Source: an optimization exercise on an open RTL-to-GDS flow (aim: small area). Production flows keep margins and buffers that such runs may drop.
In this exercise RTL edits were held to simulation tests only and were not proved equivalent to the original.
Power and IR drop assume default switching activity.

==> design/flow/design.v <==
`timescale 1ns / 1ps
module hx711driver (
    input  logic        clk,
    input  logic        reset,
    input  logic        ce,
    input  logic        hx711_in,
    output logic [23:0] dout,
    output logic        hx711_done_tick,
    output logic        sclk
);
    logic [5:0]  ph;
    logic [5:0]  c;
    logic [23:0] si;
    logic c_end, active;
    assign active = |ph;
    assign c_end  = (c == 6'd50);
    always_ff @(posedge clk, posedge reset)
        if (reset) begin
            ph <= '0;
            c  <= '0;
        end else if (ce) begin
            if (!active) begin
                c <= '0;
                if (!hx711_in) ph <= 6'd1;
            end else if (c_end) begin
                c  <= '0;
                ph <= (ph == 6'd51) ? 6'd0 : ph + 6'd1;
            end else
                c <= c + 6'd1;
        end
    always_ff @(posedge clk)
        if (ce && c_end && active && !ph[0] && ph != 6'd50)
            si <= {si[22:0], hx711_in};
    assign dout = si;
    assign hx711_done_tick = (ph == 6'd51) && c_end;
    assign sclk = active && !ph[0];
endmodule
`timescale 1ns / 1ps
module seven_seg_driver (
    input  logic        clock,
    input  logic        reset,
    input  logic [27:0] bcd_in,
    input  logic        load,
    output logic        ce,             
    output logic [7:0]  segments_out,
    output logic [7:0]  anodes_out
);
    logic [9:0]  refresh_counter;
    logic        refresh_tick;
    logic [2:0]  digit_selector;
    logic [27:0] bcd;
    always_ff @(posedge clock, posedge reset)
        if (reset) begin
            refresh_counter <= '0;
            refresh_tick    <= 1'b0;
            digit_selector  <= '0;
            bcd             <= '0;
        end else begin
            refresh_counter <= refresh_counter + 10'd1;
            refresh_tick    <= &refresh_counter;
            if (refresh_tick) digit_selector <= digit_selector + 3'd1;
            if (load) bcd <= bcd_in;
        end
    assign ce = ~refresh_counter[0];
    logic [3:0] digit;
    always_comb
        case (digit_selector)
            3'd0: digit = bcd[3:0];
            3'd1: digit = bcd[7:4];
            3'd2: digit = bcd[11:8];
            3'd3: digit = bcd[15:12];
            3'd4: digit = bcd[19:16];
            3'd5: digit = bcd[23:20];
            3'd6: digit = bcd[27:24];
            default: digit = 4'd0;
        endcase
    always_comb
        case (digit)
            4'd0:    segments_out = 8'b00000011;
            4'd1:    segments_out = 8'b10011111;
            4'd2:    segments_out = 8'b00100101;
            4'd3:    segments_out = 8'b00001101;
            4'd4:    segments_out = 8'b10011001;
            4'd5:    segments_out = 8'b01001001;
            4'd6:    segments_out = 8'b01000001;
            4'd7:    segments_out = 8'b00011111;
            4'd8:    segments_out = 8'b00000001;
            4'd9:    segments_out = 8'b00001001;
            default: segments_out = 8'b11111111;
        endcase
    assign anodes_out = ~(8'd1 << digit_selector);
endmodule
`timescale 1ns / 1ps
module top_nexys_a7 (
    input  logic       clock,
    input  logic       reset,
    input  logic       hx711_data_in,
    output logic       hx711_sclk_out,
    output logic [5:0] states_led,
    output logic [7:0] DDP,
    output logic [7:0] AN
);
    logic ce;
    logic sync1, sync2;
    always_ff @(posedge clock)
        if (ce) begin
            sync1 <= hx711_data_in;
            sync2 <= sync1;
        end
    logic [23:0] si;
    logic        done;
    hx711driver inst_hx711_driver (
        .clk(clock), .reset(reset), .ce(ce), .hx711_in(sync2),
        .dout(si), .hx711_done_tick(done), .sclk(hx711_sclk_out));
    logic tick;
    assign tick = done & ~ce;
    localparam logic [2:0] ST_IDLE = 3'd0, ST_S1 = 3'd1, ST_S2 = 3'd2, ST_S3 = 3'd3,
                           ST_PREP = 3'd4, ST_DIV = 3'd5, ST_UPD = 3'd6, ST_CLN = 3'd7;
    logic [2:0]  state;
    logic [16:0] timer;         
    logic [28:0] acc;           
    logic [4:0]  cnt;           
    logic [1:0]  outl;          
    logic [23:0] mag;           
    logic        sgn;           
    logic        led;
    logic [4:0]  rem;           
    logic signed [6:0] pcmp;    
    logic [27:0] wb;            
    logic tmax;
    assign tmax = timer[16] & timer[15] & timer[10] & timer[9] & timer[7]
                & timer[4] & timer[3] & timer[2] & timer[1] & timer[0];
    wire in_idle = (state == ST_IDLE);
    wire in_smp  = (state == ST_S1) | (state == ST_S2) | (state == ST_S3);
    wire in_s3   = (state == ST_S3);
    wire in_prep = (state == ST_PREP);
    wire in_div  = (state == ST_DIV);
    wire in_upd  = (state == ST_UPD);
    wire in_cln  = (state == ST_CLN);
    logic signed [24:0] diff;
    assign diff = {si[23], si} + ({1'b0, mag} ^ {25{~sgn}}) + {24'd0, ~sgn};
    logic accept;
    assign accept = (diff < 25'sd15000 && diff > -25'sd15000) || (mag == 24'd0) || (&outl);
    logic [28:0] addb, asum;
    assign addb = in_prep ? {29{1'b1}} : {{5{si[23]}}, si};
    assign asum = acc + addb;
    logic [4:0] k;
    assign k = ~timer[4:0];
    logic dbit;
    assign dbit = timer[5] && (timer[4:0] >= 5'd3) && (acc[k] ^ acc[28]);
    logic [5:0] rt;
    assign rt = {rem, dbit};
    logic qbit;
    assign qbit = (rt >= {1'b0, cnt});
    logic [5:0] rsub;
    assign rsub = rt - {1'b0, cnt};
    logic mshift;
    assign mshift = in_div & timer[5] & (timer[4] | timer[3]);
    logic xo;
    assign xo = mag[23];
    logic sn;
    assign sn = acc[28];
    logic signed [2:0] dx, dy, delta;
    assign dx = {2'b0, xo};
    assign dy = {2'b0, qbit};
    assign delta = (sgn ? -dx : dx) + (sn ? dy : -dy);
    logic signed [8:0] pn;
    assign pn = 2 * pcmp + delta;
    function automatic [27:0] dd(input [27:0] w, input b);
        logic [27:0] t;
        t = w;
        for (int j = 0; j < 6; j++)
            if (t[j*4 +: 4] >= 4'd5) t[j*4 +: 4] = t[j*4 +: 4] + 4'd3;
        dd = {t[26:0], b};
    endfunction
    always_ff @(posedge clock, posedge reset)
        if (reset) begin
            state <= ST_IDLE;
            timer <= '0;
            acc   <= '0;
            cnt   <= '0;
            outl  <= '0;
            mag   <= '0;
            sgn   <= 1'b0;
            led   <= 1'b0;
        end else begin
            if ((in_idle & ~tick & tmax) | in_upd)
                timer <= '0;
            else if ((in_idle & ~tick) | (in_smp & ~tmax) | in_div)
                timer <= timer + 17'd1;
            case (state)
                ST_IDLE: if (tick) state <= ST_S1; else if (tmax) state <= ST_PREP;
                ST_S1:   state <= ST_S2;
                ST_S2:   state <= ST_S3;
                ST_S3:   state <= ST_IDLE;
                ST_PREP: state <= (cnt == 5'd0) ? ST_UPD : ST_DIV;
                ST_DIV:  if (timer[5:0] == 6'd63) state <= ST_UPD;
                ST_UPD:  state <= ST_CLN;
                default: state <= ST_IDLE;
            endcase
            if (in_s3) begin
                if (accept) begin
                    acc  <= asum;
                    cnt  <= cnt + 5'd1;
                    outl <= '0;
                end else
                    outl <= outl + 2'd1;
            end
            if (in_prep & acc[28]) acc <= asum;
            if (in_cln) begin
                acc <= '0;
                cnt <= '0;
            end
            if (mshift) mag <= {mag[22:0], qbit};
            if (in_upd) begin
                led <= 1'b0;
                if (cnt != 5'd0) begin
                    sgn <= sn;
                    led <= (pcmp >= 7'sd51);
                end
            end
        end
    always_ff @(posedge clock) begin
        if (in_prep) begin
            rem  <= '0;
            pcmp <= '0;
            wb   <= '0;
        end else begin
            rem <= qbit ? rsub[4:0] : rt[4:0];
            wb  <= dd(wb, qbit);
            if (mshift) begin
                if (pcmp < 0)        pcmp <= -7'sd1;
                else if (pn >= 51)   pcmp <= 7'sd51;
                else if (pn < 0)     pcmp <= -7'sd1;
                else                 pcmp <= pn[6:0];
            end
        end
    end
    assign states_led = {led, 1'b0, led, led, 1'b0, led};
    seven_seg_driver inst_display (
        .clock(clock), .reset(reset), .bcd_in(wb), .load(in_upd && cnt != 5'd0),
        .ce(ce), .segments_out(DDP), .anodes_out(AN));
endmodule
==> design/flow/run.sh <==
#!/bin/bash
# synth_recipe.tcl (not shown) runs the flow's synth.tcl, then flattens the netlist and writes it again
# the make line also repeats each setting of config.mk as NAME=value (left out here)
make -C /OpenROAD-flow-scripts/flow DESIGN_CONFIG=/design/flow/config.mk WORK_HOME=/design/flow/orfs CLKGATE_MAP_FILE= SYNTH_SCRIPT=/design/flow/synth_recipe.tcl finish
==> design/flow/config.mk <==
export PLATFORM = sky130hd
export DESIGN_NAME = top_nexys_a7
export DESIGN_NICKNAME = top_nexys_a7
export VERILOG_FILES = /design/flow/design.v
export SDC_FILE = /design/flow/constraint.sdc
export NUM_CORES = 4
export LEC_CHECK = 0
export CAP_MARGIN = 20
export CORE_MARGIN = 2
export CORE_UTILIZATION = 40
export SLEW_MARGIN = 20
==> design/flow/constraint.sdc <==
create_clock -name core_clock -period 40.0 [get_ports {clock}]
set_input_delay 8.0000 -clock core_clock [delete_from_list [all_inputs] [get_ports {clock}]]
set_output_delay 8.0000 -clock core_clock [all_outputs]
set_load 0.01 [all_outputs]
==> results.txt <==
Yosys cell counts, types with 5 or more instances:
library cell	n
edfxtp_1	26
o21bai_1	5
a22oi_1	5
dfxtp_1	40
nor3_1	31
or3_1	6
a31oi_1	8
fa_1	5
mux2i_1	29
and2_1	6
o21ai_0	57
nand3_1	36
nor2_1	115
dfrtp_1	136
nand2b_1	50
nor4_1	7
buf_4	7
inv_1	54
xnor2_1	73
xor2_1	37
a221oi_1	5
nor2b_1	9
mux2_2	52
o211ai_1	9
mux4_2	7
a21o_1	28
o21ai_1	8
a211oi_1	11
nand4_1	23
clkbuf_1	37
and3_1	14
a21oi_1	91
nand2_1	155
ha_1	100
path summary, 6_finish.rpt:
path / from / endpoint / slack (ns) / depth (start not counted)
worst max-delay path: inst_display.digit_selector[2]$_DFFE_PP0P_ / DDP[4] / 28.24 / 8
worst min-delay path: sync1$_DFFE_PN_ / sync2$_DFFE_PN_ / 0.42 / 0
worst max register to register: timer[0]$_DFFE_PP0P_ / pcmp[1]$_SDFFE_PP0P_ / 33.34 / 30
worst min register to register: sync1$_DFFE_PN_ / sync2$_DFFE_PN_ / 0.42 / 0
max in group asynchronous: reset / acc[14]$_DFFE_PP0P_ / 30.87 / 4
min in group asynchronous: reset / inst_display.refresh_counter[0]$_DFF_PP0_ / 7.94 / 2
layer usage:
metal / up-vias / wire length, µm
met5: - / 0
met4: 0 / 432
met3: 27 / 868
met2: 109 / 13000
met1: 4607 / 13800
li1: 4910 / -
flip-flops by register name (all words and copies together), names as in the netlist, 2 cells and up:
name,flops
acc,29
inst_display.bcd,28
wb,28
inst_hx711_driver.si,24
mag,24
timer,17
inst_display.refresh_counter,10
pcmp,7
inst_hx711_driver.c,6
inst_hx711_driver.ph,6
cnt,5
rem,5
inst_display.digit_selector,3
state,3
outl,2
logic make-up (layout without fill, tap and decap cells):
kind of cell	Yosys count	count (layout)	synth area share
muxes	88	88	0.0798
buffers and inverters	105	130	0.0354
and+or+nand+nor	482	482	0.180
adders and majority gates	105	105	0.104
xor gates and xnor gates	110	110	0.0744
DFF	202	202	0.385
other	2	3	0.000580
AOI/OAI and AO/OA	282	282	0.141
power breakdown:
| part | leakage, nW | total [mW] | switching, mW | internal [mW] |
|---|---|---|---|---|
| Clock | 0.388 | 0.219 | 0.0866 | 0.132 |
| Sequential | 2.43 | 0.207 | 0.0000107 | 0.207 |
| Combinational | 3.71 | 0.00336 | 0.00290 | 0.000459 |
| Total | 6.52 | 0.429 | 0.0895 | 0.340 |
placed cells by master, fill, tap and decap left out, types with 40 or more instances in the layout:
| cell type | n |
|---|---|
| inv_1 | 53 |
| nand2_1 | 155 |
| dfrtp_1 | 136 |
| xnor2_1 | 73 |
| a21oi_1 | 91 |
| nor2_1 | 112 |
| dfxtp_1 | 40 |
| ha_1 | 100 |
| mux2_2 | 52 |
| o21ai_0 | 57 |
| nand2b_1 | 50 |
final cells by class:
type | instances | area (µm²) | area share
clock inverter | 12 | 113 | 0.00786
sequential | 202 | 4980 | 0.348
clock buffer | 32 | 682 | 0.0476
tap | 402 | 503 | 0.0351
timing repair buffer | 32 | 305 | 0.0213
multi-input combinational | 1070 | 7520 | 0.525
inverter | 54 | 208 | 0.0145
per-stage QoR:
step / std cells / cell area (µm²) / utilization
global placement: 1758 / 13500 / 0.426
global route: 1804 / 14300 / 0.451
floorplan: 1377 / 13000 / -
finish: 1804 / 14300 / 0.451
CTS: 1802 / 14300 / 0.451
detailed placement: 1758 / 13500 / 0.426
critical path, delay by kind of cell (launching register included):
family,cells,cell delay (ns)
AOI/OAI and AO/OA,3,0.98
adders and majority gates,1,0.32
buffers and inverters,3,1.00
DFF,1,0.69
and+or+nand+nor,1,0.25
==> flow_metrics.py <==
metrics = {
    "grt": {
        "grt_overflow_total": 0,
        "busiest_layer": "met2",
        "use_met1": 0.233,
        "grt_max_degree": 76,
        "antenna_found_initial": 0,
        "met3_usage": 0.0226,
        "grtUsageMet2": 0.283,
        "grt_usage": 0.168,
        "grt_pass1_wl_um": 46800,
        "grt_pass1_vias": 9327,
    },
    "clocking": {
        "cts_tree": "built",
        "cts_setup_buffers": 0,
        "cts_hold_buf": 0,
        "clock-sinks": 202,
        "ctsResizeCount": 0,
        "cts_htree_levels": 1,
        "numCtsBuffers": 24,
        "root_buffer": "clkbuf_16",
        "clk_latency_ns": 0.51,
        "clockBufferDepth": 3,
        "cts.clk_slew.worst_paths_ns": 0.06,
    },
    "logic_synthesis": {
        "synth_top_area_cell": "dfrtp_1",
        "syn_avg_cell_area_um2": 9.41,
        "ys_seq_area_frac": 0.385,
        "async_flop_share": 0.673,
        "ys_warn_count": 3,
        "synth_top_area_frac": 0.263,
        "synthFlopType": "dfrtp_1",
        "synth_area_leaders": "dfrtp_1, ha_1, dfxtp_1, edfxtp_1, xnor2_1",
        "ys_seq_elements": 202,
        "yosysUniqueCellTypes": 85,
        "synthCells": 1376,
        "synth_edf_count": 26,
        "syn_area_um2": 12900,
    },
    "critical_path": {
        "crit_fanout": 17,
        "path_cells": "inv_1, ha_1, a221oi_1, inv_1, nor2_1, o21bai_1, a22oi_1, clkdlybuf4s50_1",
        "cp.arrival_ns": 3.76,
        "path_class": "register to primary output",
        "slowest_delay_ns": 0.69,
        "cp-end-kind": "primary output",
        "crit_path_start_kind": "register",
        "crit_slowest_cell": "dfrtp_1",
        "critical_path_required_ns": 32.00,
        "cpMostUsedCell": "inv_1",
    },
    "timing": {
        "hold_ws_ns": 0.422,
        "slew_violations": 0,
        "max_slew_margin": 0.282,
        "final.setup_skew_ns": 0.0102,
        "layout_min_cycle_time_ns": 11.76,
        "worst_slack_ns": 28.24,
        "tightest_slew_ns": 1.07,
        "final.setup.tns_ns": 0,
        "rsz0062_at_grt": "no",
        "hold_viol": 0,
        "finalCritPeriodShare": 0.294,
        "setup_viol": 0,
        "fmax_mhz": 85.0,
    },
    "floorplanning": {
        "die_area_um2": 33800,
        "die_h_um": 184,
        "row_count": 65,
        "io_pins": 26,
        "start_util": 0.408,
        "die_w_um": 184,
        "coreArea_um2": 31700,
    },
    "route": {
        "ant_nets": 0,
        "drt_iter0_drc": 605,
        "vias_per_cell": 5.35,
        "drcViolationCount": 0,
        "via_count": 9653,
        "wl_per_cell_um": 15.5,
        "totalWireLength_um": 28000,
        "drtPass1Iterations": 5,
    },
    "placed_design": {
        "gp_congestion": 0.807,
        "dp_hpwl_um": 20300,
        "io_buffers": 22,
        "pre_cts_ws_ns": 28.77,
    },
    "power_and_ir_drop": {
        "power.leakage_nw": 6.52,
        "powerDensity_nw_per_um2": 30.0,
        "total_power_mw": 0.429,
        "ir_worst_vdd_v": 0.0000253,
    },
    "final_layout": {
        "layout.nets": 1492,
        "area_delta_synth_final_pct": 10.6,
        "n_antenna_cell": 0,
        "drive_gt1_frac": 0.0956,
        "fill_cells": 2998,
    },
    "run": {
        "cap_violations": 0,
    },
    "hold_path": {
        "worstHoldPathType": "register to register",
    },
    "outcome": {
        "status": "complete, no violations",
    },
}

[static timing again, ports no longer ideal]
The flow's constraints put no driver on any port. The routed layout listed below was extracted and timed again, unchanged, in two steps. Step 1 assumes that a clkbuf_16 drives the clock port and a buf_2 every other input. Step 2 also shifts input and output timing later by t, the mid clock arrival at the registers, as if the neighbouring blocks saw the same clock. a / b / c = no drivers / after step 1 / after step 2; a / b = the first two.
shift t [ns]: 0.557
slack for setup (ns): 28.240 / 28.192 / 28.749
clock arrival spread, ns: 0.010 / 0.010
After both steps this run still meets setup and hold. For this run, drivers alone change the setup slack by -0.048 ns; drivers and shift together by +0.509 ns.
